Background: an optimization exercise with open tools, aiming at small area. Do not read the settings as production practice.
In this exercise RTL edits were held to simulation tests only and were not proved equivalent to the original.
Power and IR drop assume default switching activity. The flow treats the clock pin as an ideal source, which a real chip does not have.

`flow/config.mk`:
```
export PLATFORM = sky130hd
export DESIGN_NAME = uart
export DESIGN_NICKNAME = uart
export VERILOG_FILES = /design/flow/design.v
export SDC_FILE = /design/flow/constraint.sdc
export NUM_CORES = 4
export LEC_CHECK = 0
export CAP_MARGIN = 0
export CORE_MARGIN = 2
export CORE_UTILIZATION = 80
export SLEW_MARGIN = 0
```
`flow/constraint.sdc`:
```
create_clock -name core_clock -period 10.0 [get_ports {sys_clk}]
set_input_delay 2.0000 -clock core_clock [delete_from_list [all_inputs] [get_ports {sys_clk}]]
set_output_delay 2.0000 -clock core_clock [all_outputs]
set_load 0.01 [all_outputs]
```
`flow/design.v`:
```
`timescale 1ns / 10ps
module uart_fifo
  #
  (
   parameter WRITE_DATA_WIDTH = 11
   )
  (
   input wire                         clk,
   input wire                         rst,    
   input wire                         wr_en,
   input wire [WRITE_DATA_WIDTH-1:0]  din,
   output wire                        full,
   output wire [4:0]                  wr_data_count,
   input wire                         rd_en,
   output wire [WRITE_DATA_WIDTH-1:0] dout,
   output wire                        empty
   );
  localparam W = WRITE_DATA_WIDTH;
  logic [W-1:0] mem [0:15];
  logic [4:0]   count;
  wire do_wr = wr_en & ~full;
  wire do_rd = rd_en & ~empty;
  always @(posedge clk) begin
    if (do_wr) begin
      mem[1] <= din;
      for (int i = 2; i < 16; i++) mem[i] <= mem[i-1];
      mem[0] <= mem[15];
    end
    if (rst)
      count <= '0;
    else
      count <= count + {4'b0, do_wr} - {4'b0, do_rd};
  end
  assign full          = count[4];
  assign empty         = (count == '0);
  assign wr_data_count = count;
  logic [15:0] sel;
  logic [W-1:0] mm;
  always @* begin
    for (int i = 0; i < 16; i++) sel[i] = (count == 5'(i == 0 ? 16 : i));
    mm = '0;
    for (int i = 0; i < 16; i++) mm = mm | ({W{sel[i]}} & mem[i]);
  end
  assign dout = mm;
endmodule
module uart_txfifo
  #
  (
   parameter WRITE_DATA_WIDTH = 8
   )
  (
   input wire                         clk,
   input wire                         rst,    
   input wire                         pre_wr,
   input wire [WRITE_DATA_WIDTH-1:0]  din,
   input wire                         wr_en,
   output wire                        full,
   input wire                         rd_en,
   output wire [WRITE_DATA_WIDTH-1:0] dout,
   output wire                        empty
   );
  localparam W = WRITE_DATA_WIDTH;
  logic [W-1:0] mem [0:15];
  logic [4:0]   count;
  logic [4:0]   count_next;
  wire do_wr = wr_en & ~full;
  wire do_rd = rd_en & ~empty;
  always @* begin
    if (rst)
      count_next = '0;
    else
      count_next = count + {4'b0, do_wr} - {4'b0, do_rd};
  end
  always @(posedge clk) begin
    if (pre_wr & ~count_next[4]) begin
      mem[1] <= din;
      for (int i = 2; i < 16; i++) mem[i] <= mem[i-1];
      mem[0] <= mem[15];
    end
    count <= count_next;
  end
  assign full  = count[4];
  assign empty = (count == '0);
  logic [15:0] sel;
  logic [W-1:0] mm;
  always @* begin
    for (int i = 0; i < 16; i++)
      sel[i] = ~empty & (do_wr ? (count == 5'(i == 0 ? 15 : i - 1))
                               : (count == 5'(i == 0 ? 16 : i)));
    mm = '0;
    for (int i = 0; i < 16; i++) mm = mm | ({W{sel[i]}} & mem[i]);
  end
  assign dout = mm;
endmodule
`timescale 1ns / 10ps
module uart_cpu
  (
   input               sys_clk,  
   input               sys_rstn,  
   input               baud_en,  
   output logic        cpu_int,  
   input wire          reg_awvalid,
   output logic        reg_awready,
   input wire [2:0]    reg_awaddr,
   input wire          reg_wvalid,
   output logic        reg_wready,
   input wire [7:0]    reg_wdata,
   input wire          reg_bready,
   output logic        reg_bvalid,
   output logic [1:0]  reg_bresp,
   input wire          reg_arvalid,
   output logic        reg_arready,
   input wire [2:0]    reg_araddr,
   input wire          reg_rready,
   output logic        reg_rvalid,
   output logic [7:0]  reg_rdata,
   output logic [1:0]  reg_rresp,
   output logic [15:0] baud_terminal_count,  
   output logic [2:0]  parity,  
   output logic        force_rts,  
   output logic        autoflow,  
   output logic        loopback,  
   output logic        baud_reset,  
   input               rx_fifo_push,  
   input [7:0]         rx_fifo_din,  
   input               rx_break_det,  
   input               rx_parity_err,  
   input               rx_frame_err,  
   output              rx_fifo_full,  
   input               tx_fifo_pop,  
   input               tx_shift_empty,  
   output              tx_data_avail,  
   output [7:0]        tx_fifo_dout,  
   input               uart_cts  
   );
  typedef enum         bit [2:0]
                       {
                        REG_IDLE,
                        REG_W4ADDR,
                        REG_W4DATA,
                        REG_BRESP,
                        REG_W4RDREADY
                        } reg_cs_t;
  (* mark_debug = "true" *) reg_cs_t reg_cs;
  localparam
    RBR_THR    = 4'h0,  
    IER_IER    = 4'h1,  
    IIR_FCR0   = 4'h2,  
    LCR0       = 4'h3,  
    MCR0       = 4'h4,  
    LSR0       = 4'h5,  
    MSR0       = 4'h6,  
    SCR0       = 4'h7,  
    DLL        = 4'h8,  
    DLM        = 4'h9,  
    IIR_FCR1   = 4'hA,  
    LCR1       = 4'hB,  
    MCR1       = 4'hC,  
    LSR1       = 4'hD,  
    MSR1       = 4'hE,  
    SCR1       = 4'hF;  
  localparam AXI4_OKAY              = 2'b00;
  localparam AXI4_SLVERR            = 2'b10;
  logic [2:0]          reg_addr;
  logic                reg_we;
  logic [7:0]          reg_din;
  logic                dlab;                
  logic                break_en;            
  logic                fifo_enable;         
  logic                reset_rx_fifo;       
  logic                reset_tx_fifo;       
  logic [7:0]          scratch_reg;         
  logic                cts_change;          
  logic                cts_last;            
  (* mark_debug = "true" *) wire [7:0]           rx_fifo_out;         
  (* mark_debug = "true" *) logic                rx_fifo_pop;         
  (* mark_debug = "true" *) wire                 rx_fifo_empty;       
  (* mark_debug = "true" *) wire                 rx_data_avail;       
  logic [3:0]          rx_fifo_count;       
  logic [2:0]          rx_thresh;           
  logic                en_rx_data_avail;    
  logic                en_tx_fifo_empty;   
  logic                en_rx_status_change;
  logic                en_msr_change;
  wire                 tx_fifo_empty;
  logic                rx_status_change;
  logic                msr_change;
  logic                thr_empty, tx_shift_empty_d;
  logic [2:0]          int_status;     
  wire                 char_timeout = 0;  
  wire                 frame_err;      
  logic                tx_fifo_push;   
  wire                 break_det;      
  logic                overrun_error;  
  wire                 parity_err;
  wire                 rx_fifo_error;
  always @(posedge sys_clk) begin
    rx_fifo_pop   <= '0;
    reg_we        <= '0;
    reg_bvalid    <= '0;
    baud_reset    <= '0;
    reg_rresp     <= AXI4_OKAY;  
    cts_last <= uart_cts;
    if (baud_en & (cts_last ^ uart_cts)) cts_change <= 1'b1;
    case (reg_cs)
      REG_IDLE: begin
        reg_arready <= '1;
        reg_awready <= '1;
        reg_wready  <= '1;
        reg_rvalid  <= '0;
        if (reg_arvalid) begin
          reg_rvalid  <= '1;
          if (~reg_rready) begin
            reg_arready <= '0;
            reg_cs      <= REG_W4RDREADY;
          end
          case ({dlab, reg_araddr})
            RBR_THR: begin
              reg_rdata     <=  rx_fifo_out[7:0];
              rx_fifo_pop   <= ~rx_fifo_empty;
              if (~reg_rready) begin
                reg_arready <= '0;
                reg_cs      <= REG_W4RDREADY;
              end
            end
            IER_IER: begin
              reg_rdata <= {4'h0,  
                            en_rx_data_avail,
                            en_tx_fifo_empty,
                            en_rx_status_change,
                            en_msr_change};
            end
            IIR_FCR0, IIR_FCR1: begin
              reg_rdata[7:6] <= {2{fifo_enable}};
              reg_rdata[5:4] <= 2'b00;
              reg_rdata[3:0] <= {int_status, cpu_int};
            end
            LCR0, LCR1: begin
              reg_rdata <= {dlab,      
                            break_en,  
                            parity,   
                            1'b0,      
                            2'h0};     
            end  
            MCR0, MCR1: begin
              reg_rdata <= {2'b0,        
                            autoflow,    
                            loopback,    
                            2'b0,        
                            force_rts,   
                            1'b0};       
            end
            LSR0, LSR1: begin
              reg_rdata <= {rx_fifo_error & ~rx_fifo_empty,  
                            tx_shift_empty,   
                            tx_fifo_empty,  
                            break_det & ~rx_fifo_empty,  
                            frame_err & ~rx_fifo_empty,  
                            parity_err & ~rx_fifo_empty,  
                            overrun_error,  
                            ~rx_fifo_empty};    
            end
            MSR0, MSR1: begin
              cts_change <= '0;
              reg_rdata <= {3'h0,         
                            uart_cts,     
                            3'h0,
                            cts_change};  
            end
            SCR0, SCR1: reg_rdata <= scratch_reg;  
            DLL: begin
              reg_rdata  <= baud_terminal_count[7:0];
              baud_reset <= '1;
            end
            DLM: begin
              reg_rdata  <= baud_terminal_count[15:8];
              baud_reset <= '1;
            end
            default: begin
              reg_rdata <= '0;  
              reg_rresp <= AXI4_SLVERR;  
            end
          endcase  
        end else begin  
          case ({reg_awvalid, reg_wvalid})
            2'b11: begin
              reg_addr    <= reg_awaddr;
              reg_we      <= '1;
              reg_din     <= reg_wdata;
              if (reg_bready) begin
                reg_awready <= '1;
                reg_wready  <= '1;
                reg_bvalid  <= '1;
              end else begin
                reg_awready <= '0;
                reg_wready  <= '0;
                reg_cs      <= REG_BRESP;
              end
            end
            2'b10: begin
              reg_awready <= '0;
              reg_addr    <= reg_awaddr;
              reg_cs      <= REG_W4DATA;
            end
            2'b01: begin
              reg_wready <= '0;
              reg_din    <= reg_wdata;
              reg_cs     <= REG_W4ADDR;
            end
          endcase  
        end  
      end  
      REG_W4DATA: begin
        reg_we      <= '1;
        reg_din     <= reg_wdata;
        if (reg_bready) begin
          reg_awready <= '1;
          reg_wready  <= '1;
          reg_bvalid  <= '1;
          reg_cs      <= REG_IDLE;
        end else begin
          reg_awready <= '0;
          reg_wready  <= '0;
          reg_cs      <= REG_BRESP;
        end
      end
      REG_W4ADDR: begin
        reg_addr    <= reg_awaddr;
        reg_we      <= '1;
        if (reg_bready) begin
          reg_awready <= '1;
          reg_wready  <= '1;
          reg_bvalid  <= '1;
          reg_cs      <= REG_IDLE;
        end else begin
          reg_awready <= '0;
          reg_wready  <= '0;
          reg_cs      <= REG_BRESP;
        end
      end
      REG_BRESP: begin
        if (reg_bready) begin
          reg_awready <= '1;
          reg_wready  <= '1;
          reg_bvalid  <= '1;
          reg_cs      <= REG_IDLE;
        end else begin
          reg_awready <= '0;
          reg_wready  <= '0;
          reg_cs      <= REG_BRESP;
        end
      end
      REG_W4RDREADY: begin
        if (reg_rready) begin
          reg_arready <= '1;
          reg_cs      <= REG_IDLE;
        end
      end
    endcase  
    if (~sys_rstn) begin
      rx_fifo_pop         <= '0;
      reg_cs              <= REG_IDLE;
      cts_change          <= 1'b0;
      cts_last            <= 1'b0;
    end
  end  
  always @(posedge sys_clk) begin
    tx_fifo_push  <= '0;
    reset_rx_fifo <= '0;
    reset_tx_fifo <= '0;
    reg_bresp     <= AXI4_OKAY;  
    if (rx_fifo_push & ~rx_fifo_pop & rx_fifo_full) overrun_error <= 1'b1;
    else if (~rx_fifo_full) overrun_error <= 1'b0;
    if (en_rx_status_change && (overrun_error ||
                                parity_err & ~rx_fifo_empty ||
                                break_det & ~rx_fifo_empty ||
                                frame_err & ~rx_fifo_empty))
      {int_status, cpu_int} <= 4'b0110;
    else if (en_rx_data_avail && rx_data_avail)
      {int_status, cpu_int} <= 4'b0100;
    else if (char_timeout)
      {int_status, cpu_int} <= 4'b1100;
    else if (en_tx_fifo_empty && thr_empty)
      {int_status, cpu_int} <= 4'b0010;
    else if (en_msr_change && cts_change)
      {int_status, cpu_int} <= 4'b0000;
    else
      cpu_int <= 1'b1;
    tx_shift_empty_d <= tx_shift_empty;
    if (tx_shift_empty & ~tx_shift_empty_d && tx_fifo_empty) thr_empty <= 1'b1;
    if (reg_we) begin
      case ({dlab, reg_addr})
        RBR_THR: begin
          thr_empty <= 1'b0;
          tx_fifo_push      <= '1;
        end
        IER_IER: begin
          {en_rx_data_avail,
           en_tx_fifo_empty,
           en_rx_status_change,
           en_msr_change} <= reg_din[3:0];
        end
        IIR_FCR0, IIR_FCR1: begin
          fifo_enable   <= reg_din[0];
          if (reg_din[1]) begin
            reset_rx_fifo <= '1;
          end
          if (reg_din[2]) begin
            reset_tx_fifo <= '1;
          end
          case (reg_din[7:6])
            2'h0: rx_thresh <= 4'h1;
            2'h1: rx_thresh <= 4'h2;
            2'h2: rx_thresh <= 4'h4;
            2'h3: rx_thresh <= 4'h7;
          endcase  
        end  
        LCR0, LCR1: begin
          dlab     <= reg_din[7];  
          break_en <= reg_din[6];  
          parity   <= reg_din[5:3];   
        end  
        MCR0, MCR1: begin
          autoflow  <= reg_din[5];  
          loopback  <= reg_din[4];  
          force_rts <= reg_din[1];  
        end
        SCR0, SCR1: scratch_reg <= reg_din;  
        DLL:        baud_terminal_count[7:0]  <= reg_din;
        DLM:        baud_terminal_count[15:8] <= reg_din;
        default:    reg_bresp  <= AXI4_SLVERR;  
      endcase  
    end  
    if (reg_cs == REG_IDLE && reg_arvalid &&
        ({dlab, reg_araddr} == IIR_FCR0 || {dlab, reg_araddr} == IIR_FCR1))
      thr_empty <= 1'b0;
    if (~sys_rstn) begin
      thr_empty           <= 1'b0;
      dlab                <= 1'b0;
      break_en            <= 1'b0;
      parity              <= 3'h0;
      autoflow            <= 1'b0;
      loopback            <= 1'b0;
      force_rts           <= 1'b0;
      fifo_enable         <= 1'b1;
      reset_rx_fifo       <= 1'b0;
      reset_tx_fifo       <= 1'b0;
      rx_thresh           <= '0;  
      en_rx_data_avail    <= 1'b0;
      en_tx_fifo_empty    <= 1'b0;
      en_rx_status_change <= 1'b0;
      en_msr_change       <= 1'b0;
      tx_fifo_push        <= 1'b0;
      overrun_error       <= 1'b0;
      baud_terminal_count <= 16'd247;  
      int_status          <= 3'h0;
      cpu_int             <= 1'b1;
      scratch_reg         <= 8'h0;
    end  
  end  
  logic [4:0] wr_data_count;
  wire        data_avail;
  wire        tx_fifo_full;
  assign data_avail = wr_data_count > rx_thresh;
  assign rx_data_avail = data_avail;
  uart_fifo
    #
    (
     .WRITE_DATA_WIDTH (10)
     )
  u_rx
    (
     .rst              (reset_rx_fifo | ~sys_rstn),
     .clk              (sys_clk),
     .wr_en            (rx_fifo_push),
     .din              ({rx_parity_err,
                         rx_frame_err,
                         rx_fifo_din}),
     .full             (rx_fifo_full),
     .wr_data_count    (wr_data_count),
     .rd_en            (rx_fifo_pop),
     .dout             ({parity_err,
                         frame_err,
                         rx_fifo_out}),
     .empty            (rx_fifo_empty)
     );
  assign break_det = 1'b0;  
  assign rx_fifo_error = break_det | parity_err | frame_err;
  wire        thr_we = reg_we & ({dlab, reg_addr} == RBR_THR);
  uart_txfifo
    #
    (
     .WRITE_DATA_WIDTH (8)
     )
  u_tx
    (
     .clk              (sys_clk),
     .rst              (reset_tx_fifo | ~sys_rstn),
     .pre_wr           (thr_we),
     .din              (reg_din),
     .wr_en            (tx_fifo_push),
     .full             (tx_fifo_full),
     .rd_en            (tx_fifo_pop),
     .dout             (tx_fifo_dout),
     .empty            (tx_fifo_empty)
     );
  assign tx_data_avail = ~tx_fifo_empty;
endmodule  
`timescale 1ns / 10ps
module uart
  (
   input wire         sys_clk,  
   input wire         sys_rstn,  
   output logic       cpu_int,  
   input wire         reg_awvalid,
   output logic       reg_awready,
   input wire [2:0]   reg_awaddr,
   input wire         reg_wvalid,
   output logic       reg_wready,
   input wire [7:0]   reg_wdata,
   input wire         reg_bready,
   output logic       reg_bvalid,
   output logic [1:0] reg_bresp,
   input wire         reg_arvalid,
   output logic       reg_arready,
   input wire [2:0]   reg_araddr,
   input wire         reg_rready,
   output logic       reg_rvalid,
   output logic [7:0] reg_rdata,
   output logic [1:0] reg_rresp,
   input              uart_ctsn,  
   input              uart_rx,  
   output             uart_rtsn,  
   output             uart_tx    
   );
  typedef enum bit [1:0]
               {
                TX_IDLE       = 2'h0,
                TX_START      = 2'h1,
                TX_WAIT       = 2'h2,
                TX_TX         = 2'h3} tx_t;
  typedef enum bit [1:0]
               {
                RX_IDLE       = 2'h0,
                RX_START      = 2'h1,
                RX_SHIFT      = 2'h2,
                RX_PUSH       = 2'h3} rx_t;
  (* mark_debug = "true" *)rx_t                 rx_sm;
  tx_t                 tx_sm;
  logic [17:0]         tx_clken_count; 
  (* mark_debug = "true" *)logic [17:0]         rx_clken_count; 
  logic                tx_baudclk_en;  
  (* mark_debug = "true" *)logic                rx_baudclk_en;  
  logic [2:0]          tx_clk_cnt;     
  logic [3:0]          tx_data_cnt;    
  (* mark_debug = "true" *)logic [2:0]          rx_clk_cnt;     
  (* mark_debug = "true" *)logic [4:0]          rx_data_cnt;    
  (* mark_debug = "true" *)logic [6:0]          rx_data_shift;  
  wire                 tx_data_avail;  
  logic                tx_fifo_pop;    
  logic [10:0]         tx_shift;       
  (* mark_debug = "true" *)logic [10:0]         rx_shift;       
  wire [7:0]           tx_fifo_dout;   
  wire [2:0]           parity;         
  wire                 force_rts;     
  wire                 autoflow;       
  wire                 loopback;       
  logic                tx_rtsn;        
  logic [2:0]          din_shift;      
  wire                 rx_fifo_full;   
  (* mark_debug = "true" *) logic [6:0]          uart_rxd;       
  logic                rx_parity_err;  
  logic                rx_frame_err;   
  (* mark_debug = "true" *) logic                rx_fifo_push;   
  wire [7:0]           rx_fifo_din;    
  logic                vote_bit;       
  logic                voted;          
  (* mark_debug = "true" *)wire [15:0]          baud_terminal_count;
  wire                 baud_reset;     
  logic                tx_shift_empty; 
  logic                enable_tx;      
  wire                 int_rx;
  (* mark_debug = "true" *)logic                rx_baud_reset;  
  wire                 tx_ctsn;        
  always @(posedge sys_clk) begin
    tx_baudclk_en <= '0;
    rx_baudclk_en <= '0;
    if (tx_clken_count == {1'b0, baud_terminal_count[15:1]}) begin
      tx_baudclk_en <= '1;
      tx_clken_count <= '0;
    end else
      tx_clken_count <= tx_clken_count + 1'b1;
    if (rx_clken_count == {2'b0,baud_terminal_count[15:2]}) begin
      rx_baudclk_en <= '1;
      rx_clken_count <= rx_clken_count + 1'b1;
    end else if (rx_clken_count == {1'b0, baud_terminal_count[15:1]}) begin
      rx_clken_count <= 16'h0;
    end else
      rx_clken_count <= rx_clken_count + 1'b1;
    if (~sys_rstn | baud_reset) begin
      tx_clken_count <= '0;
      tx_baudclk_en  <= '0;
    end
    if (~sys_rstn | baud_reset | rx_baud_reset) begin
      rx_clken_count <= '0;
      rx_baudclk_en  <= '0;
    end
  end  
  uart_cpu u_cpu
    (
     .sys_clk             (sys_clk),
     .sys_rstn            (sys_rstn),
     .baud_en             (tx_baudclk_en),
     .cpu_int             (cpu_int),
     .reg_awvalid         (reg_awvalid),
     .reg_awready         (reg_awready),
     .reg_awaddr          (reg_awaddr),
     .reg_wvalid          (reg_wvalid),
     .reg_wready          (reg_wready),
     .reg_wdata           (reg_wdata),
     .reg_bready          (reg_bready),
     .reg_bvalid          (reg_bvalid),
     .reg_bresp           (reg_bresp),
     .reg_arvalid         (reg_arvalid),
     .reg_arready         (reg_arready),
     .reg_araddr          (reg_araddr),
     .reg_rready          (reg_rready),
     .reg_rvalid          (reg_rvalid),
     .reg_rdata           (reg_rdata),
     .reg_rresp           (reg_rresp),
     .baud_terminal_count (baud_terminal_count),
     .baud_reset          (baud_reset),
     .rx_break_det        ('0),  
     .parity              (parity),
     .force_rts           (force_rts),
     .autoflow            (autoflow),
     .loopback            (loopback),
     .rx_fifo_push        (rx_fifo_push),
     .rx_fifo_din         (rx_fifo_din),
     .rx_parity_err       (rx_parity_err),
     .rx_frame_err        (rx_frame_err),
     .rx_fifo_full        (rx_fifo_full),
     .tx_fifo_pop         (tx_fifo_pop),
     .tx_shift_empty      (tx_shift_empty),
     .tx_data_avail       (tx_data_avail),
     .tx_fifo_dout        (tx_fifo_dout),
     .uart_cts            (uart_ctsn)  
     );
  assign uart_rtsn = autoflow ? rx_fifo_full : !force_rts;
  assign rx_fifo_din = rx_shift[8:1];
  assign tx_ctsn = loopback ? uart_rtsn : uart_ctsn;  
  assign int_rx  = loopback ? uart_tx : uart_rx;
  assign uart_tx = enable_tx ? tx_shift[0] : '1;
  always @* begin
    case (rx_data_shift[4:2])
      3'b000: vote_bit = '0;
      3'b001: vote_bit = '0;
      3'b010: vote_bit = '0;
      3'b011: vote_bit = '1;
      3'b100: vote_bit = '0;
      3'b101: vote_bit = '1;
      3'b110: vote_bit = '1;
      3'b111: vote_bit = '1;
    endcase  
  end  
  always @(posedge sys_clk) begin
    enable_tx   <= '0;
    tx_fifo_pop <= '0;
    case (tx_sm)
      TX_IDLE: begin
        tx_shift_empty <= '1;
        tx_rtsn <= '1;  
        if (tx_data_avail) begin
          tx_sm       <= TX_START;
          tx_fifo_pop <= '1;
        end
      end
      TX_START: begin
        tx_shift_empty <= '0;
        casex (parity)
          3'bxx0: tx_shift <= {2'b11,tx_fifo_dout,1'b0};  
          3'b001: tx_shift <= {1'b1, ~^tx_fifo_dout,
                               tx_fifo_dout,1'b0};  
          3'b011: tx_shift <= {1'b1,  ^tx_fifo_dout,
                               tx_fifo_dout,1'b0};  
          3'b101: tx_shift <= {2'b11,tx_fifo_dout,1'b0};  
          3'b111: tx_shift <= {2'b10,tx_fifo_dout,1'b0};  
        endcase  
        tx_clk_cnt  <= '0;
        tx_data_cnt <= '0;
        tx_rtsn     <= '0;
        tx_sm       <= TX_WAIT;
      end  
      TX_WAIT: begin
        if (tx_baudclk_en && !tx_ctsn) begin
          enable_tx <= '1;
          tx_sm <= TX_TX;
        end
      end
      TX_TX: begin
        enable_tx <= '1;
        if (tx_baudclk_en) begin
          tx_clk_cnt <= tx_clk_cnt + 1'b1;  
          if (tx_clk_cnt == 6) begin
            tx_clk_cnt  <= 3'b0;
            if (( parity[0] && (tx_data_cnt != 10)) ||
                (~parity[0] && (tx_data_cnt != 9))) begin
              tx_data_cnt <= tx_data_cnt + 1'b1;
              tx_shift    <= tx_shift >> 1;
            end else begin
              tx_data_cnt <= 4'b0;
              tx_sm       <= TX_IDLE;
            end
          end  
        end  
      end  
    endcase  
    uart_rxd <= (uart_rxd << 1) | int_rx;  
    rx_fifo_push <= '0;
    rx_baud_reset <= '0;
    case (rx_sm)
      RX_IDLE: begin
        rx_clk_cnt  <= '0;
        rx_data_cnt <= '0;
        if (uart_rxd == 7'b1000000) begin
          rx_baud_reset <= '1;
          rx_data_shift <= (rx_data_shift << 1) | '0;
          rx_sm         <= RX_START;
        end
      end
      RX_START: begin
        if (rx_baudclk_en) begin
          rx_data_shift <= (rx_data_shift << 1) | uart_rxd[6];
          rx_clk_cnt    <= rx_clk_cnt + 1'b1;
          if (rx_clk_cnt == 4) begin
            voted <= ~(&rx_data_shift[4:2] | ~|rx_data_shift[4:2]);
            rx_shift[rx_data_cnt] <= vote_bit;
            if (~vote_bit) begin
              rx_data_cnt <= rx_data_cnt + 1'b1;
              rx_sm <= RX_SHIFT;
            end else begin
              rx_sm <= RX_IDLE;
            end
          end
        end
      end  
      RX_SHIFT: begin
        if (( parity[0] && (rx_data_cnt == 11)) ||
            (~parity[0] && (rx_data_cnt == 10))) begin
          rx_data_shift <= (rx_data_shift << 1) | uart_rxd[6];
          rx_clk_cnt    <= rx_clk_cnt + 1'b1;
          rx_data_cnt   <= 4'b0;
          rx_sm         <= RX_PUSH;
        end
        if (rx_baudclk_en) begin
          rx_data_shift <= (rx_data_shift << 1) | uart_rxd[6];
          rx_clk_cnt    <= rx_clk_cnt + 1'b1;
          if (rx_clk_cnt == 4) begin
            voted <= ~(&rx_data_shift[4:2] | ~|rx_data_shift[4:2]);
            rx_shift[rx_data_cnt] <= vote_bit;
            if (( parity[0] && (rx_data_cnt != 11)) ||
                (~parity[0] && (rx_data_cnt != 10))) begin
              rx_data_cnt <= rx_data_cnt + 1'b1;
            end else begin
              rx_data_cnt <= 4'b0;
              rx_sm       <= RX_PUSH;
            end
          end else if (rx_clk_cnt == 6) begin
            rx_clk_cnt  <= 3'b0;
          end  
        end
      end  
      RX_PUSH: begin
        rx_fifo_push <= '1;
        rx_sm        <= RX_IDLE;
      end  
    endcase  
    if (~parity[0])
      rx_frame_err <= ~rx_shift[9];
    else
      rx_frame_err <= ~rx_shift[10];
    casex (parity)
      3'bxx0: rx_parity_err <= '0;  
      3'b001: rx_parity_err <= ~^rx_shift[9:1];  
      3'b011: rx_parity_err <=  ^rx_shift[9:1];  
      3'b101: rx_parity_err <= ~^rx_shift[9:1];  
      3'b111: rx_parity_err <= ~^rx_shift[9:1];  
    endcase  
    if (~sys_rstn) begin
      tx_sm        <= TX_IDLE;
      rx_sm        <= RX_IDLE;
      tx_fifo_pop  <= '0;
      enable_tx    <= '0;
      rx_fifo_push <= '0;
      rx_baud_reset<= '0;
      rx_shift     <= '0;
    end
  end
endmodule  
```
`flow/flow/run.sh`:
```
#!/bin/bash
# Own layout flow: the standard flow, with these changes.
#  1. After the standard synthesis, the combinational logic is mapped again for
#     area by flow/resynth.tcl (the flip-flops are kept: same instances, names
#     and cells), with four ABC scripts that differ only in the random seed;
#     the smallest result replaces 1_2_yosys.v and the flow goes on.
#  2. The clock tree is built from fewer, larger clusters, without dummy loads.
#  3. The port buffers are the smallest buffer cell.
set -euo pipefail
WORK=$(pwd)
R=$WORK/orfs/results/$FLOW_PLATFORM/uart/base
YOSYS=$(command -v yosys || echo "$FLOW_HOME/../tools/install/yosys/bin/yosys")
LIB=$FLOW_HOME/platforms/$FLOW_PLATFORM/lib/sky130_fd_sc_hd__tt_025C_1v80.lib

export CTS_ARGS="-sink_clustering_enable -repair_clock_nets -dont_use_dummy_load -buf_list sky130_fd_sc_hd__clkbuf_16 -sink_clustering_size 30 -sink_clustering_max_diameter 60"
export BUFFER_PORTS_ARGS="-buffer_cell sky130_fd_sc_hd__buf_1"

bash standard.sh synth > standard_synth.log 2>&1

cp "$R/1_2_yosys.v" "$WORK/1_2_yosys_standard.v"
for S in 0 1 2 3; do
  RS_LIB=$LIB RS_IN=$WORK/1_2_yosys_standard.v RS_TOP=$FLOW_TOP \
    RS_STAT_BEFORE=$WORK/resynth_stat_before.txt RS_STAT_AFTER=$WORK/resynth_stat_after$S.txt \
    RS_SCRIPT=$WORK/flow/area$S.script RS_OUT=$WORK/1_2_yosys_resynth$S.v \
    "$YOSYS" -c "$WORK/flow/resynth.tcl" > resynth$S.log 2>&1 &
done
wait
BEST=""; BESTA=""
for S in 0 1 2 3; do
  A=$(awk '/Chip area for module/ {print $NF}' "$WORK/resynth_stat_after$S.txt" | tail -n 1)
  echo "seed script $S: area $A" >> resynth_choice.log
  if [[ -n "$A" && -s "$WORK/1_2_yosys_resynth$S.v" ]]; then
    if [[ -z "$BESTA" ]] || awk "BEGIN{exit !($A < $BESTA)}"; then BEST=$S; BESTA=$A; fi
  fi
done
echo "chosen: $BEST ($BESTA)" >> resynth_choice.log
cp "$WORK/1_2_yosys_resynth$BEST.v" "$R/1_2_yosys.v"
touch "$R/1_2_yosys.v"

bash standard.sh finish > standard_finish.log 2>&1
```
`flow/flow/area0.script`:
```
strash
dc2
&get -n
&deepsyn -T 60 -S 1
&put
dc2
dch -f
amap
strash
dch -f
amap
```
`flow/flow/area1.script`:
```
strash
dc2
&get -n
&deepsyn -T 60 -S 18
&put
dc2
dch -f
amap
strash
dch -f
amap
```
`flow/flow/area2.script`:
```
strash
dc2
&get -n
&deepsyn -T 60 -S 35
&put
dc2
dch -f
amap
strash
dch -f
amap
```
`flow/flow/area3.script`:
```
strash
dc2
&get -n
&deepsyn -T 60 -S 52
&put
dc2
dch -f
amap
strash
dch -f
amap
```
`flow/flow/resynth.tcl`:
```
# Re-map the combinational logic of the standard synthesis netlist for area.
# The flip-flops are kept as they are (same instances, names and cells).
yosys -import
set lib $::env(RS_LIB)
read_liberty -ignore_miss_func $lib
blackbox sky130_fd_sc_hd__*df* sky130_fd_sc_hd__*dl* sky130_fd_sc_hd__conb*
read_verilog $::env(RS_IN)
hierarchy -top $::env(RS_TOP)
tee -o $::env(RS_STAT_BEFORE) stat -liberty $lib
flatten
opt_clean
abc -script $::env(RS_SCRIPT) -liberty $lib -dont_use sky130_fd_sc_hd__lpflow_* -dont_use sky130_fd_sc_hd__probe*
opt_clean -purge
hilomap -singleton -hicell sky130_fd_sc_hd__conb_1 HI -locell sky130_fd_sc_hd__conb_1 LO
splitnets
opt_clean -purge
tee -o $::env(RS_STAT_AFTER) stat -liberty $lib
write_verilog -noattr -noexpr -nohex -nodec $::env(RS_OUT)
```
`flow/standard.sh`:
```
#!/bin/bash
# synth_recipe.tcl (not shown) runs the flow's synth.tcl, then flattens the netlist and writes it again
# the make line also repeats each setting of config.mk as NAME=value (left out here)
make -C /OpenROAD-flow-scripts/flow DESIGN_CONFIG=/design/flow/config.mk WORK_HOME=/design/flow/orfs CLKGATE_MAP_FILE= SYNTH_SCRIPT=/design/flow/synth_recipe.tcl "${@:-finish}"
```
==> metrics.md, run 1 <==
| Metric | Value |
|---|---|
| Arrival time worst endpoint | `approximately 5.4 ns` |
| Final WL | `between 50000 and 60000 µm` |
| Io pins | `43` |
| Layout Nets | `about 1500` |
| DP Wirelength | `approximately 32000 µm` |
| Die Span Y | `154 µm` |
| Tot GR Track Use | `42.9%` |
| Top reg by flops | `u_cpu.u_rx.mem` |
| Mapped Cells | `roughly 1400` |
| Std cell rows | `54` |
| WP data required | `~10 ns` |
| Leak pwr | `approximately 6.2 nW` |
| Mapped cell area | `0.0181 mm²` |
| Status | `timing/DRC/antenna clean` |
| CTS Buffer Depth | `3` |
| Initial drt markers | `around 2900` |
| Share of layout cells above drive strength 1 | `under 10%` |
| Ant. Diodes | `0` |
| Initial antenna violation count | `1` |
| Final Hold Viols | `0` |
| Max_cap viols | `0` |
| Measured slew at the worst slew-check pin | `about 1.3 ns` |
| CP max FO | `7` |
| Startpoint Class | `flip-flop` |
| First-pass detailed-route iteration total | `12` |
| Wire length per cell | `~29 µm` |
| CTS tree | `yes` |
| Max reg flops | `160` |
| CP delay by family, top | `compound AO/OA/AOI/OAI gates` |
| Worst Skew | `0.0535 ns` |
| Clk slew on worst S/H paths | `around 0.080 ns` |
| Setup crit end kind | `flip-flop` |
| RSZ-0062 raised after global routing | `no` |
| Final critical-path share of the clock period | `approximately 50%` |
| Top flop regs | `u_cpu.u_rx.mem x160, u_cpu.u_tx.mem x128` |
| Post-cts hold buffer count | `0` |
| Post-placement cell count | `1730` |
| Gr ovfl total | `0` |
| CP max-delay cell | `a2111oi_0` |
| Setup bufs post-CTS | `0` |
| Min Tclk post-route | `between 5 and 6 ns` |
| # H-tree levels | `1` |
| Largest net degree at the start of global routing | `87` |
| Slew Limit Headroom | `about a tenth` |
| Worst-skew pair later-pin latency | `~0.6 ns` |
| Final setup fails | `0` |
| Post-cts sizing count | `0` |
| Area grow syn2layout | `7.87%` |
| Global placement routability congestion | `0.961` |
| Remaining DRCs | `0` |
| First-pass GRT wire length | `76800 µm` |
| Slowest Stage Delay on Critical Path | `roughly 1.0 ns` |
| Routed vias/inst | `slightly below 8` |
| Setup TNS | `0 ns` |
| Via count | `13700` |
| CP bufs+invs | `1` |
| Initial core utilization | `between 80 and 90%` |
| Post-route insts no fill | `1761` |
| Fmax | `197 MHz` |
| PwrDens | `about 190 mW/mm²` |
| Die width | `154 µm` |
| Critical path type | `reg2reg` |
| CTS Buf Count | `30` |
| Core footprint | `0.0220 mm²` |
| Die area | `0.0238 mm²` |
| Number of global-route vias before repair | `~13000` |
| Max-slew violation total from the final report | `0` |
| Reg-to-reg slack, setup | `around 5 ns` |
| Average cell area after synthesis | `approximately 13 µm²` |
| Ys Warns | `6` |
| Final antenna-violating net count | `0` |
| Critical Path, Cell by Cell | `clkinv_1 -> a32oi_1 -> nor2_1 -> a222oi_1 -> nand3_1 -> a2111oi_0 -> a21oi_1 -> nand2_1 -> o21ai_0 -> nand2_1 -> o21ai_0 -> a21oi_1 -> o21ai_0 -> nor2_1 -> a21oi_1 -> o32a_1` |
| I/O Buffers | `39` |
| Hold WC Path Type | `reg2reg` |
| Clock Sink Count | `roughly 480` |
| CTS Root Cell | `clkbuf_16` |
| Peak VDD IR | `roughly 0.16 mV` |
==> worst paths after layout <==
| check | endpoint | start | cells past startpoint |
|---|---|---|---|
| worst max-delay path | tx_shift[9] | u_cpu.u_tx.count[4] | 16 |
| worst min register to register | uart_rxd[6] | uart_rxd[5] | 0 |
| worst max register to register | tx_shift[9] | u_cpu.u_tx.count[4] | 16 |
| worst min-delay path | uart_rxd[6] | uart_rxd[5] | 0 |
==> metrics by stage <==
step	worst slack [ns]	hold WS [ns]	area (µm²)	util, %	power [mW]
floorplan	1.52	0.323	18100	-	2.41
global placement	5.34	0.332	18700	85.2	2.48
detailed placement	5.15	0.331	18700	85.2	2.49
CTS	5.33	0.345	19500	88.7	3.58
global route	4.82	0.357	19500	88.7	3.68
finish	4.93	0.343	19500	88.7	3.63
==> where the power goes <==
group          leakage [nW]  internal [mW]  switching [mW]
clock network         0.370          0.530           0.633
registers              4.23           2.20          0.0550
logic                  1.59         0.0527           0.155
total                  6.18           2.78           0.842
==> metal layers <==
metal / wire, µm / up-vias / track usage, %
met4: 3710 / 0 / 24.2
met3: 8040 / 367 / 13.1
met2: 23200 / 1482 / 68.1
met5: 0 / - / 0
met1: 16000 / 6192 / 53.4
li1: - / 5629 / -
==> final cells by class <==
type | instances | area, µm²
multi-input combinational | 784 | 4590
fill | 866 | 2480
inverter | 131 | 497
tap | 280 | 350
clock buffer | 30 | 751
timing repair buffer | 58 | 287
sequential | 478 | 13000
==> placed cells by master (no fill, tap or decap), types with 30 or more instances in the layout <==
master,instances
o21ai_0,44
a222oi_1,61
clkinv_1,130
nand3_1,31
o22ai_1,58
a21oi_1,63
nor2_1,181
a211oi_1,30
nor3_1,43
nand2_1,70
clkbuf_16,30
buf_1,39
dfxtp_1,135
edfxtp_1,343
==> run 2, diff against run 1 <==
--- a/flow/flow/run.sh
+++ b/flow/flow/run.sh
@@ -12,7 +12,7 @@
 YOSYS=$(command -v yosys || echo "$FLOW_HOME/../tools/install/yosys/bin/yosys")
 LIB=$FLOW_HOME/platforms/$FLOW_PLATFORM/lib/sky130_fd_sc_hd__tt_025C_1v80.lib
 
-export CTS_ARGS="-sink_clustering_enable -repair_clock_nets -dont_use_dummy_load -buf_list sky130_fd_sc_hd__clkbuf_16 -sink_clustering_size 30 -sink_clustering_max_diameter 60"
+export CTS_ARGS="-sink_clustering_enable -repair_clock_nets -dont_use_dummy_load -buf_list {sky130_fd_sc_hd__clkbuf_8 sky130_fd_sc_hd__clkbuf_16} -sink_clustering_size 32 -sink_clustering_max_diameter 80"
 export BUFFER_PORTS_ARGS="-buffer_cell sky130_fd_sc_hd__buf_1"
 
 bash standard.sh synth > standard_synth.log 2>&1
--- a/flow/config.mk
+++ b/flow/config.mk
@@ -7,5 +7,5 @@
 export LEC_CHECK = 0
 export CAP_MARGIN = 0
 export CORE_MARGIN = 2
-export CORE_UTILIZATION = 80
+export CORE_UTILIZATION = 55
 export SLEW_MARGIN = 0
==> metrics.md, run 2 <==
| Metric | Value |
|---|---|
| Global placement routability congestion | `0.904 (was 0.961)` |
| CP max FO | `28 (was 7)` |
| Initial core utilization | `55.6% (was 82.2%)` |
| Average cell area after synthesis | `13.0 µm² (unchanged)` |
| Wire length per cell | `23.0 µm (was 28.9 µm)` |
| Top reg by flops | `u_cpu.u_rx.mem (unchanged)` |
| # H-tree levels | `1 (unchanged)` |
| Met3 usage | `3.68% (was 13.1%)` |
| Core footprint | `0.0325 mm² (was 0.0220 mm²)` |
| Number of global-route vias before repair | `11100 (was 13400)` |
| Measured slew at the worst slew-check pin | `1.21 ns (was 1.35 ns)` |
| Die area | `0.0343 mm² (was 0.0238 mm²)` |
| Ys Warns | `6 (unchanged)` |
| CTS Buffer Depth | `3 (unchanged)` |
| Tot GR Track Use | `25.9% (was 42.9%)` |
| Final antenna-violating net count | `0 (unchanged)` |
| Met2 usage | `40.9% (was 68.1%)` |
| CTS Buf Count | `22 (was 30)` |
| Tot Pwr | `3.41 mW (was 3.63 mW)` |
| DP Wirelength | `30700 µm (was 31500 µm)` |
| Share of layout cells above drive strength 1 | `3.12% (was 3.58%)` |
| Setup bufs post-CTS | `0 (unchanged)` |
| Status | `timing/DRC/antenna clean (unchanged)` |
| Commonest non-fill, non-tap cell in the layout | `edfxtp_1 (unchanged)` |
| First-pass GRT wire length | `66500 µm (was 76800 µm)` |
| Setup TNS | `0 ns (unchanged)` |
| Max-slew violation total from the final report | `0 (unchanged)` |
| Layout fillers | `2603 (was 866)` |
| Multi-input gate area | `0.00458 mm² (was 0.00459 mm²)` |
| GR peak layer | `met2 (unchanged)` |
| Peak VDD IR | `0.139 mV (was 0.157 mV)` |
| Remaining DRCs | `0 (unchanged)` |
| Final critical-path share of the clock period | `48.3% (was 50.7%)` |
| Post-cts hold buffer count | `0 (unchanged)` |
| Top flop regs | `u_cpu.u_rx.mem x160, u_cpu.u_tx.mem x128 (unchanged)` |
| Final setup fails | `0 (unchanged)` |
| Largest net degree at the start of global routing | `88 (was 87)` |
| Die width | `185 µm (was 154 µm)` |
| Critical path type | `in2reg (was reg2reg)` |
| First-pass detailed-route iteration total | `6 (was 12)` |
| CTS tree | `yes (unchanged)` |
| Worst Skew | `0.0632 ns (was 0.0535 ns)` |
| Gr ovfl total | `0 (unchanged)` |
| Startpoint Class | `input port (was flip-flop)` |
| Initial antenna violation count | `0 (was 1)` |
| Via count | `11900 (was 13700)` |
| Io pins | `43 (unchanged)` |
| RSZ-0062 raised after global routing | `no (unchanged)` |
| WP data required | `10.43 ns (was 10.32 ns)` |
| Worst-skew pair later-pin latency | `0.57 ns (was 0.60 ns)` |
| Clock Sink Count | `478 (unchanged)` |
| Std cell rows | `66 (was 54)` |
| Finished Cell Area | `0.0195 mm² (about the same)` |
| Layout Nets | `1500 (was 1506)` |
| CTS Root Cell | `clkbuf_16 (unchanged)` |
| Area grow syn2layout | `7.95% (was 7.87%)` |
| Min Tclk post-route | `4.83 ns (was 5.07 ns)` |
| PwrDens | `175 mW/mm² (was 186 mW/mm²)` |
| Max reg flops | `160 (unchanged)` |
| Fmax | `207 MHz (was 197 MHz)` |
| Die Span Y | `185 µm (was 154 µm)` |
| GR met1 Demand/Resource | `38.5% (was 53.4%)` |
| Post-DP Area | `0.0189 mm² (was 0.0187 mm²)` |
| Mapped Cells | `1391 (unchanged)` |
| Ant. Diodes | `0 (unchanged)` |
| Initial drt markers | `1415 (was 2895)` |
| Final Hold Viols | `0 (unchanged)` |
| I/O Buffers | `39 (unchanged)` |
| Leak pwr | `6.10 nW (was 6.18 nW)` |
| Max_cap viols | `0 (unchanged)` |
| Hold WC Path Type | `reg2reg (unchanged)` |
| Routed vias/inst | `6.21 (was 7.76)` |
| Highest-count cells in the layout ignoring fill and taps | `edfxtp_1, nor2_1, dfxtp_1, clkinv_1, nand2_1 (unchanged)` |
| Slew Limit Headroom | `17.1% (was 9.87%)` |
| Arrival time worst endpoint | `5.26 ns (was 5.39 ns)` |
| Register Area | `0.0130 mm² (unchanged)` |
| Final WL | `44200 µm (was 50900 µm)` |
| Post-cts sizing count | `0 (unchanged)` |
| Mapped cell area | `0.0181 mm² (unchanged)` |
| Setup crit end kind | `flip-flop (unchanged)` |
| Clk slew on worst S/H paths | `0.07 ns (was 0.08 ns)` |
[run 2: where the power goes]
group,total [mW],internal [mW],switching [mW]
sequential,2.25,2.20,0.0503
combinational,0.199,0.0526,0.147
clock,0.964,0.395,0.569
[run 2: final timing paths]
path,end,slack (ns),startpoint,cells past startpoint
worst max-delay path,rx_clken_count[9],5.17,sys_rstn,9
worst min-delay path,uart_rxd[1],0.36,uart_rxd[0],0
worst max register to register,tx_shift[9],5.61,u_cpu.u_tx.count[4],15
worst min register to register,uart_rxd[1],0.36,uart_rxd[0],0
[run 2: final cells by class]
cell class                 instances  share of cell area, %
clock buffer                      22                   2.82
sequential                       478                   66.7
timing repair buffer              60                   1.56
inverter                         131                   2.55
multi-input combinational        784                   23.5
tap                              442                   2.84
[run 2: critical path, stage by stage]
cell and delay (ns):
buf_1 0.07, buf_4 0.29, clkinv_1 0.64, or3_1 0.60, nor4b_1 0.31, nand4b_1 0.13, a2111oi_0 0.48, nor2_1 0.42
a211oi_1 0.31
[run 2: stage by stage]
| step | worst slack (ns) | utilization, % | cells | hold WS [ns] |
|---|---|---|---|---|
| floorplan | 1.52 | - | 1393 | 0.323 |
| detailed placement | 4.72 | 58.4 | 1895 | 0.342 |
| global placement | 4.86 | 58.4 | 1895 | 0.333 |
| finish | 5.17 | 60.1 | 1917 | 0.356 |
| global route | 4.83 | 60.1 | 1917 | 0.366 |
| CTS | 5.22 | 60.1 | 1917 | 0.360 |
[run 2: per-layer routing]
metal	part of all wire [%]	wire (µm)
met1	44	19500
met2	45	20000
met3	8.4	3720
met4	2.1	926
met5	0	0
==> run 3, diff against run 2 <==
--- a/flow/flow/run.sh
+++ b/flow/flow/run.sh
@@ -12,7 +12,7 @@
 YOSYS=$(command -v yosys || echo "$FLOW_HOME/../tools/install/yosys/bin/yosys")
 LIB=$FLOW_HOME/platforms/$FLOW_PLATFORM/lib/sky130_fd_sc_hd__tt_025C_1v80.lib
 
-export CTS_ARGS="-sink_clustering_enable -repair_clock_nets -dont_use_dummy_load -buf_list {sky130_fd_sc_hd__clkbuf_8 sky130_fd_sc_hd__clkbuf_16} -sink_clustering_size 32 -sink_clustering_max_diameter 80"
+export CTS_ARGS="-sink_clustering_enable -repair_clock_nets -dont_use_dummy_load -buf_list sky130_fd_sc_hd__clkbuf_16 -sink_clustering_size 32 -sink_clustering_max_diameter 80"
 export BUFFER_PORTS_ARGS="-buffer_cell sky130_fd_sc_hd__buf_1"
 
 bash standard.sh synth > standard_synth.log 2>&1
==> metrics.md, run 3 <==
| Metric | Value |
|---|---|
| Status | `timing/DRC/antenna clean (unchanged)` |
| Leak pwr | `6.10 nW (unchanged)` |
| Post-route insts no fill | `1917 (unchanged)` |
| Slew Limit Headroom | `17.1% (unchanged)` |
| Post-cts sizing count | `0 (unchanged)` |
| CP max-delay cell | `clkinv_1 (unchanged)` |
| Die width | `185 µm (unchanged)` |
| Max reg flops | `160 (unchanged)` |
| Clk slew on worst S/H paths | `0.07 ns (about the same)` |
| Core footprint | `0.0325 mm² (unchanged)` |
| Max-slew violation total from the final report | `0 (unchanged)` |
| Highest-count cells in the layout ignoring fill and taps | `edfxtp_1, nor2_1, dfxtp_1, clkinv_1, nand2_1 (unchanged)` |
| Arrival time worst endpoint | `5.26 ns (about the same)` |
| Critical path type | `in2reg (unchanged)` |
| CTS Buffer Depth | `3 (unchanged)` |
| I/O Buffers | `39 (unchanged)` |
| Final critical-path share of the clock period | `48.3% (unchanged)` |
| Tot Pwr | `3.41 mW (unchanged)` |
| Finished Cell Area | `0.0195 mm² (unchanged)` |
| PwrDens | `175 mW/mm² (unchanged)` |
| Mapped cell area | `0.0181 mm² (unchanged)` |
| Gr ovfl total | `0 (unchanged)` |
| Average cell area after synthesis | `13.0 µm² (unchanged)` |
| RSZ-0062 raised after global routing | `no (unchanged)` |
| Top flop regs | `u_cpu.u_rx.mem x160, u_cpu.u_tx.mem x128 (unchanged)` |
| Mapped Cells | `1391 (unchanged)` |
| DP Wirelength | `30700 µm (unchanged)` |
| Std cell rows | `66 (unchanged)` |
| Area grow syn2layout | `7.95% (unchanged)` |
| Share of layout cells above drive strength 1 | `3.12% (unchanged)` |
| Peak VDD IR | `0.139 mV (unchanged)` |
| Post-DP Area | `0.0189 mm² (unchanged)` |
| Post-cts hold buffer count | `0 (unchanged)` |
| Number of global-route vias before repair | `11100 (unchanged)` |
| Critical Path, Cell by Cell | `buf_1 -> buf_4 -> clkinv_1 -> or3_1 -> nor4b_1 -> nand4b_1 -> a2111oi_0 -> nor2_1 -> a211oi_1 (unchanged)` |
| Worst Skew | `0.0632 ns (unchanged)` |
| First-pass GRT wire length | `66500 µm (unchanged)` |
| Post-placement cell count | `1895 (unchanged)` |
| Die Span Y | `185 µm (unchanged)` |
| Slowest Stage Delay on Critical Path | `0.64 ns (about the same)` |
| Startpoint Class | `input port (unchanged)` |
| First-pass detailed-route iteration total | `6 (unchanged)` |
| Initial antenna violation count | `0 (unchanged)` |
| # H-tree levels | `1 (unchanged)` |
| CTS Root Cell | `clkbuf_16 (unchanged)` |
| Fmax | `207 MHz (unchanged)` |
| Final Hold Viols | `0 (unchanged)` |
| Via count | `11900 (unchanged)` |
| Layout Nets | `1500 (unchanged)` |
| Hold WC Path Type | `reg2reg (unchanged)` |
| Largest net degree at the start of global routing | `88 (unchanged)` |
| Top reg by flops | `u_cpu.u_rx.mem (unchanged)` |
| Commonest non-fill, non-tap cell in the layout | `edfxtp_1 (unchanged)` |
| Max_cap viols | `0 (unchanged)` |
| Hold slack | `0.356 ns (unchanged)` |
| WP data required | `10.43 ns (about the same)` |
| Min Tclk post-route | `4.83 ns (unchanged)` |
| CTS Buf Count | `22 (unchanged)` |
| Remaining DRCs | `0 (unchanged)` |
| Final setup fails | `0 (unchanged)` |
| Global placement routability congestion | `0.904 (unchanged)` |
| Final WL | `44200 µm (unchanged)` |
| Io pins | `43 (unchanged)` |
| Setup bufs post-CTS | `0 (unchanged)` |
| Routed vias/inst | `6.21 (unchanged)` |
| Wire length per cell | `23.0 µm (unchanged)` |
| Ys Warns | `6 (unchanged)` |
| CTS tree | `yes (unchanged)` |
| Clock Sink Count | `478 (unchanged)` |
| CP max FO | `28 (unchanged)` |
| Setup TNS | `0 ns (unchanged)` |
| Final antenna-violating net count | `0 (unchanged)` |
| Initial core utilization | `55.6% (unchanged)` |
| Initial drt markers | `1415 (unchanged)` |
| Tot GR Track Use | `25.9% (unchanged)` |
| Ant. Diodes | `0 (unchanged)` |
| Setup crit end kind | `flip-flop (unchanged)` |
| Measured slew at the worst slew-check pin | `1.21 ns (unchanged)` |
| Die area | `0.0343 mm² (unchanged)` |
| Worst-skew pair later-pin latency | `0.57 ns (about the same)` |
-- run 3: power by group --
group / switching (mW) / internal, mW / total (mW)
Combinational: 0.147 / 0.0526 / 0.199
Clock: 0.569 / 0.395 / 0.964
Sequential: 0.0503 / 2.20 / 2.25
Total: 0.766 / 2.65 / 3.41
-- run 3: final cells by class --
type                       instances  area [µm²]
timing repair buffer              60         304
clock buffer                      22         551
sequential                       478       13000
multi-input combinational        784        4580
inverter                         131         497
fill                            2603       13000
tap                              442         553
-- run 3: per-stage QoR --
step           utilization [%]  worst slack [ns]
2_1_floorplan                -              1.52
3_3_place_gp              58.4              4.86
3_5_place_dp              58.4              4.72
4_1_cts                   60.1              5.22
5_1_grt                   60.1              4.83
6_report                  60.1              5.17
-- run 3: critical path: cells and delay by family --
family | cells | cell delay (ns)
compound gates | 2 | 0.79
simple gates | 4 | 1.46
buf+inv | 3 | 1.00
-- run 3: routing by layer --
| metal | vias to the layer above | track usage (%) | part of all wire (%) |
|---|---|---|---|
| met2 | 523 | 40.9 | 45 |
| met5 | - | 0 | 0 |
| li1 | 5618 | - | - |
| met3 | 45 | 3.68 | 8.4 |
| met1 | 5711 | 38.5 | 44 |
| met4 | 0 | 5.49 | 2.1 |
-- run 3: worst paths after layout --
path	start	endpoint	slack (ns)	cells after the start
worst max register to register	u_cpu.u_tx.count[4]	tx_shift[9]	5.61	15
worst min-delay path	uart_rxd[0]	uart_rxd[1]	0.36	0
worst min register to register	uart_rxd[0]	uart_rxd[1]	0.36	0
worst max-delay path	sys_rstn	rx_clken_count[9]	5.17	9
==> run 4, diff against run 3 <==
--- a/flow/config.mk
+++ b/flow/config.mk
@@ -7,5 +7,5 @@
 export LEC_CHECK = 0
 export CAP_MARGIN = 0
 export CORE_MARGIN = 2
-export CORE_UTILIZATION = 55
+export CORE_UTILIZATION = 62
 export SLEW_MARGIN = 0
==> metrics.md, run 4 <==
| Metric | Value |
|---|---|
| Status | `timing/DRC/antenna clean (unchanged)` |
| Measured slew at the worst slew-check pin | `1.34 ns (was 1.21 ns)` |
| Post-cts hold buffer count | `0 (unchanged)` |
| Core footprint | `0.0287 mm² (was 0.0325 mm²)` |
| Tot Pwr | `3.35 mW (was 3.41 mW)` |
| Worst-skew pair later-pin latency | `0.55 ns (was 0.57 ns)` |
| Share of layout cells above drive strength 1 | `3.18% (was 3.12%)` |
| Arrival time worst endpoint | `4.63 ns (was 5.26 ns)` |
| Reg-to-reg slack, setup | `5.66 ns (was 5.61 ns)` |
| Top flop regs | `u_cpu.u_rx.mem x160, u_cpu.u_tx.mem x128 (unchanged)` |
| First-pass detailed-route iteration total | `8 (was 6)` |
| Top reg by flops | `u_cpu.u_rx.mem (unchanged)` |
| Leak pwr | `6.08 nW (was 6.10 nW)` |
| Global placement routability congestion | `0.978 (was 0.904)` |
| Slew Limit Headroom | `9.64% (was 17.1%)` |
| Setup crit end kind | `flip-flop (unchanged)` |
| CTS Root Cell | `clkbuf_16 (unchanged)` |
| Fmax | `230 MHz (was 207 MHz)` |
| Average cell area after synthesis | `13.0 µm² (unchanged)` |
| Worst Skew | `0.0440 ns (was 0.0632 ns)` |
| RSZ-0062 raised after global routing | `no (unchanged)` |
| Initial antenna violation count | `0 (unchanged)` |
| Final WL | `43600 µm (was 44200 µm)` |
| Io pins | `43 (unchanged)` |
| CTS Buf Count | `19 (was 22)` |
| Area grow syn2layout | `7.31% (was 7.95%)` |
| WP data required | `10.29 ns (was 10.43 ns)` |
| Startpoint Class | `flip-flop (was input port)` |
| Clock Sink Count | `478 (unchanged)` |
| Min Tclk post-route | `4.34 ns (was 4.83 ns)` |
| Post-cts sizing count | `0 (unchanged)` |
| Max reg flops | `160 (unchanged)` |
| Via count | `12200 (was 11900)` |
| Die width | `175 µm (was 185 µm)` |
| Final setup fails | `0 (unchanged)` |
| Largest net degree at the start of global routing | `94 (was 88)` |
| Die area | `0.0305 mm² (was 0.0343 mm²)` |
| Clk slew on worst S/H paths | `0.11 ns (was 0.07 ns)` |
| Highest-count cells in the layout ignoring fill and taps | `edfxtp_1, nor2_1, dfxtp_1, clkinv_1, nand2_1 (unchanged)` |
| CP max FO | `8 (was 28)` |
| Layout Nets | `1501 (was 1500)` |
| Final critical-path share of the clock period | `43.4% (was 48.3%)` |
| Gr ovfl total | `0 (unchanged)` |
| Mapped Cells | `1391 (unchanged)` |
| Mapped cell area | `0.0181 mm² (unchanged)` |
| Max-slew violation total from the final report | `0 (unchanged)` |
| # H-tree levels | `1 (unchanged)` |
| Number of global-route vias before repair | `11400 (was 11100)` |
| Die Span Y | `175 µm (was 185 µm)` |
| CTS Buffer Depth | `3 (unchanged)` |
| Final antenna-violating net count | `0 (unchanged)` |
| Tot GR Track Use | `28.3% (was 25.9%)` |
| Initial core utilization | `62.9% (was 55.6%)` |
| Std cell rows | `62 (was 66)` |
| DP Wirelength | `30000 µm (was 30700 µm)` |
| Initial drt markers | `1843 (was 1415)` |
| Wire length per cell | `23.4 µm (was 23.0 µm)` |
| Setup bufs post-CTS | `0 (unchanged)` |
| Routed vias/inst | `6.56 (was 6.21)` |
| Peak VDD IR | `0.172 mV (was 0.139 mV)` |
| First-pass GRT wire length | `65600 µm (was 66500 µm)` |
| I/O Buffers | `39 (unchanged)` |
| Hold WC Path Type | `reg2reg (unchanged)` |
| CTS tree | `yes (unchanged)` |
| Commonest non-fill, non-tap cell in the layout | `edfxtp_1 (unchanged)` |
| Setup TNS | `0 ns (unchanged)` |
| Max_cap viols | `0 (unchanged)` |
| Ys Warns | `6 (unchanged)` |
| PwrDens | `173 mW/mm² (was 175 mW/mm²)` |
| Remaining DRCs | `0 (unchanged)` |
| Hold slack | `0.357 ns (was 0.356 ns)` |
| Critical path type | `reg2reg (was in2reg)` |
| Final Hold Viols | `0 (unchanged)` |
## run 4: per-stage QoR
| step | utilization [%] | worst slack, ns | cells | cell area (µm²) |
|---|---|---|---|---|
| after floorplan | - | 1.52 | 1393 | 18100 |
| after global placement | 65.8 | 5.51 | 1841 | 18900 |
| after detailed placement | 65.8 | 5.42 | 1841 | 18900 |
| after CTS | 67.5 | 5.79 | 1860 | 19400 |
| after global routing | 67.5 | 5.28 | 1860 | 19400 |
| final | 67.5 | 5.66 | 1861 | 19400 |
## run 4: critical path: stages (launching register included)
cell      delay, ns
dfxtp_1        0.42
clkinv_1       0.16
or4_1          0.61
nor2_1         0.79
a22o_1         0.27
a221oi_1       0.05
nand2_1        0.12
a221oi_1       0.06
nand4_1        0.31
nor2_1         0.08
a21oi_1        0.15
nor2_1         0.06
a21oi_1        0.15
o21ai_0        0.14
a21oi_1        0.14
o21ai_0        0.12
nor2_1         0.11
a21oi_1        0.05
o32a_1         0.29
## run 4: final timing paths
| kind | start | endpoint | cells past startpoint |
|---|---|---|---|
| worst max-delay path | u_cpu.u_tx.count[1] | tx_shift[9] | 18 |
| worst min-delay path | uart_rxd[5] | uart_rxd[6] | 0 |
| worst max register to register | u_cpu.u_tx.count[1] | tx_shift[9] | 18 |
| worst min register to register | uart_rxd[5] | uart_rxd[6] | 0 |
## run 4: layout make-up
type / count / area [µm²]
Fill cell: 2141 / 9330
Tap cell: 384 / 480
Antenna cell: 1 / 2.50
Sequential cell: 478 / 13000
Clock buffer: 19 / 475
Inverter: 131 / 497
Multi-Input combinational cell: 784 / 4580
Timing Repair Buffer: 64 / 334
## run 4: where the power goes
group	switching, mW	internal (mW)	total (mW)
Clock	0.556	0.345	0.901
Combinational	0.146	0.0531	0.199
Sequential	0.0499	2.20	2.25
Total	0.752	2.60	3.35
## run 4: routing by layer
metal	wire, µm	up-vias	track usage [%]	share of wire (%)
met3	4240	87	4.98	9.7
met5	0	-	0	0
met1	18100	5829	41.5	42
met4	1320	0	8.37	3.0
li1	-	5624	-	-
met2	19900	675	44.0	46

## static timing again, ports no longer ideal
Ports are ideal in the flow. The routed layouts listed here were re-timed in OpenROAD.
Step 1: set_driving_cell puts a clkbuf_16 on sys_clk and a buf_2 on each other input, an assumption about the parent block.
Step 2, shift: input delay + t, output delay - t, t = (earliest + latest rising clock arrival at the registers) / 2. This alone moves slack from input paths to output paths.
Three values: ideal, step 1, step 2; two values: the first two.
run	t, ns	setup WS [ns]	worst setup path after step 2	slew at the worst register clock pin (ns)	worst data-port slew with drivers (ns)
run 1	0.623	4.928 / 4.928 / 4.928	register to register	0.11 / 0.11	0.05
run 2	0.592	5.168 / 5.199 / 4.608	input to register	0.12 / 0.12	0.07
run 3	0.592	5.168 / 5.199 / 4.608	input to register	0.12 / 0.12	0.07
run 4	0.589	5.658 / 5.658 / 5.386	input to register	0.12 / 0.12	0.06
After both steps setup and hold are still met in every run listed.
